From an optimization exercise on the open Yosys and OpenROAD flow, aimed at small area, a short achievable clock period and few clock cycles per item; shortcuts taken in it are not production practice. Power and IR drop assume default switching activity.

run G:
==> flow/design.v <==
module rdport8(
    input [127:0] rf,
    input [7:0] sel,
    output reg [15:0] q
    );
integer i;
always @(*) begin
    q = 16'd0;
    for (i = 0; i < 8; i = i + 1)
        q = q | (rf[16*i +: 16] & {16{sel[i]}});
end
endmodule
module rdport9(
    input [127:0] rf,
    input [7:0] sel,
    input [15:0] ext,
    input ext_sel,
    output reg [15:0] q
    );
integer i;
always @(*) begin
    q = ext & {16{ext_sel}};
    for (i = 0; i < 8; i = i + 1)
        q = q | (rf[16*i +: 16] & {16{sel[i]}});
end
endmodule
module rdport8x(
    input [127:0] rf,
    input [7:0] sel,
    input inv,
    output reg [15:0] q
    );
integer i;
always @(*) begin
    q = 16'd0;
    for (i = 0; i < 8; i = i + 1)
        q = q | (rf[16*i +: 16] & {16{sel[i]}});
    q = q ^ {16{inv}};
end
endmodule
module addsub(
    input [15:0] a, b,
    input cin,
    output [15:0] s
    );
assign s = a + b + {15'd0, cin};
endmodule
module processor(
    input [15:0] DIN,
    input Resetn, Clock, Run,
    output reg Done,
    output [15:0] BusWires
    );
reg [127:0] rf;         
reg         pend;       
reg [2:0]   mvi_rx;     
wire [2:0] rx = DIN[12:10];
wire [2:0] ry = DIN[9:7];
wire is_mvi = ~DIN[14] & DIN[13];    
wire use_x  = ~pend & DIN[14];       
wire sub    = ~pend & DIN[13];       
reg [7:0] xsel, ysel;
integer i;
always @(*)
    for (i = 0; i < 8; i = i + 1) begin
        xsel[i] = use_x && rx == i;
        ysel[i] = ry == i;
    end
wire [15:0] X, Y;
rdport8 portx(.rf(rf), .sel(xsel), .q(X));
rdport8x porty(.rf(rf), .sel(ysel), .inv(sub), .q(Y));
wire [15:0] sum;
addsub alu(.a(X), .b(Y), .cin(sub), .s(sum));
assign BusWires = pend ? DIN : sum;
always @(*)
    Done = Resetn & (pend | (Run & ~is_mvi));
wire [2:0] wa = pend ? mvi_rx : rx;
always @(posedge Clock) begin
    if (!pend) mvi_rx <= rx;
    pend <= Resetn & ~pend & Run & is_mvi;
    for (i = 0; i < 8; i = i + 1)
        if (Done && wa == i) rf[16*i +: 16] <= BusWires;
end
endmodule
export LEC_CHECK = 0
export CAP_MARGIN = 5
export CORE_MARGIN = 2
export CORE_UTILIZATION = 40
export SETUP_SLACK_MARGIN = 4
export SLEW_MARGIN = 5
export SYNTH_HIERARCHICAL = 1
create_clock -name core_clock -period 10.0 [get_ports {Clock}]
standard.sh (not shown) runs the stock make flow with config.mk's settings and CLKGATE_MAP_FILE= SYNTH_SCRIPT=/design/flow/synth_recipe.tcl, a recipe that flattens the netlist after the stock synthesis.
==> flow/flow/run.sh <==
#!/bin/bash
# Standard ORFS layout with these changes:
#  - port buffers are plain buffers (sky130_fd_sc_hd__buf_2), not delay buffers;
#  - clock tree from clkbuf_8 only, without dummy balancing loads;
#  - setup repair limited to the moves: unbuffer,sizeup,swap
set -euo pipefail
bash standard.sh \
  BUFFER_PORTS_ARGS="-buffer_cell sky130_fd_sc_hd__buf_2" \
  CTS_ARGS="-sink_clustering_enable -repair_clock_nets -dont_use_dummy_load -buf_list sky130_fd_sc_hd__clkbuf_8" \
  SETUP_MOVE_SEQUENCE="unbuffer,sizeup,swap" \
  finish > orfs_make.log 2>&1
Inputs modified between run G and run E:
diff --git a/flow/design.v b/flow/design.v
--- a/flow/design.v
+++ b/flow/design.v
@@ -24,26 +24,12 @@
         q = q | (rf[16*i +: 16] & {16{sel[i]}});
 end
 endmodule
-module rdport8x(
-    input [127:0] rf,
-    input [7:0] sel,
-    input inv,
-    output reg [15:0] q
-    );
-integer i;
-always @(*) begin
-    q = 16'd0;
-    for (i = 0; i < 8; i = i + 1)
-        q = q | (rf[16*i +: 16] & {16{sel[i]}});
-    q = q ^ {16{inv}};
-end
-endmodule
 module addsub(
     input [15:0] a, b,
-    input cin,
+    input sub,
     output [15:0] s
     );
-assign s = a + b + {15'd0, cin};
+assign s = a + (b ^ {16{sub}}) + {15'd0, sub};
 endmodule
 module processor(
     input [15:0] DIN,
@@ -57,8 +43,8 @@
 wire [2:0] rx = DIN[12:10];
 wire [2:0] ry = DIN[9:7];
 wire is_mvi = ~DIN[14] & DIN[13];    
-wire use_x  = ~pend & DIN[14];       
-wire sub    = ~pend & DIN[13];       
+wire use_x  = DIN[14];               
+wire sub    = DIN[13];               
 reg [7:0] xsel, ysel;
 integer i;
 always @(*)
@@ -68,9 +54,9 @@
     end
 wire [15:0] X, Y;
 rdport8 portx(.rf(rf), .sel(xsel), .q(X));
-rdport8x porty(.rf(rf), .sel(ysel), .inv(sub), .q(Y));
+rdport8 porty(.rf(rf), .sel(ysel), .q(Y));
 wire [15:0] sum;
-addsub alu(.a(X), .b(Y), .cin(sub), .s(sum));
+addsub alu(.a(X), .b(Y), .sub(sub), .s(sum));
 assign BusWires = pend ? DIN : sum;
 always @(*)
     Done = Resetn & (pend | (Run & ~is_mvi));
### Flow results
Clock network latency to the later pin of the worst-skew pair across run G and run E: no real change.
Summary — unique cell type count in the Yosys netlist, run E relative to run G: higher, by 8.7%.
Going from run G to run E, number of cells on the worst reg-to-reg path went down by 4, minimum setup slack after placement shows an increase of 0.16 ns.
In the metrics for run G and run E, the one carrying the lower largest net degree at the start of global routing is run E.
Of run E and run G, it is run E that has the higher number of ordinary inverters in the final layout.
Route | run E vs run G | wire longer in run E
Status: fraction of synthesized cell area in xor and xnor cells parity (run G, run E)
Going from run G to run E, number of combinational gates with multiple inputs shrinks by 7.
Higher power was reported by run E, not run G.
Setup WNS run G -> run E: better
No run of this note included a check of the RTL's function; only the layout flow was run.

[what the ideal ports hide]
The flow's constraints put no driver on any port. The routed layouts listed below were extracted and timed again, unchanged, in two steps. Step 1: set_driving_cell puts a clkbuf_16 on Clock and a buf_2 on each other input, an assumption about the parent block. Step 2 adds t to the input delays and takes it off the output delays; t is the mean of the earliest and latest rising clock arrival at the registers after step 1. Input paths then give back, and output paths get back, about the clock's delay inside the block. a / b / c = ideal / step 1 / step 2; a / b = the first two.
run | t, ns | setup WS [ns] | hold slack, ns | worst register clock-pin slew, ns
run G | 0.491 | 2.960 / 2.911 / 2.911 | 0.480 / 0.480 / 0.480 | 0.08 / 0.08
run E | 0.482 | 3.021 / 2.989 / 2.989 | 0.543 / 0.543 / 0.543 | 0.09 / 0.09
After both steps setup and hold are still met in every run listed. The setup slack of run G, which loses most, moves by -0.049 ns with the drivers and by -0.049 ns with both steps.
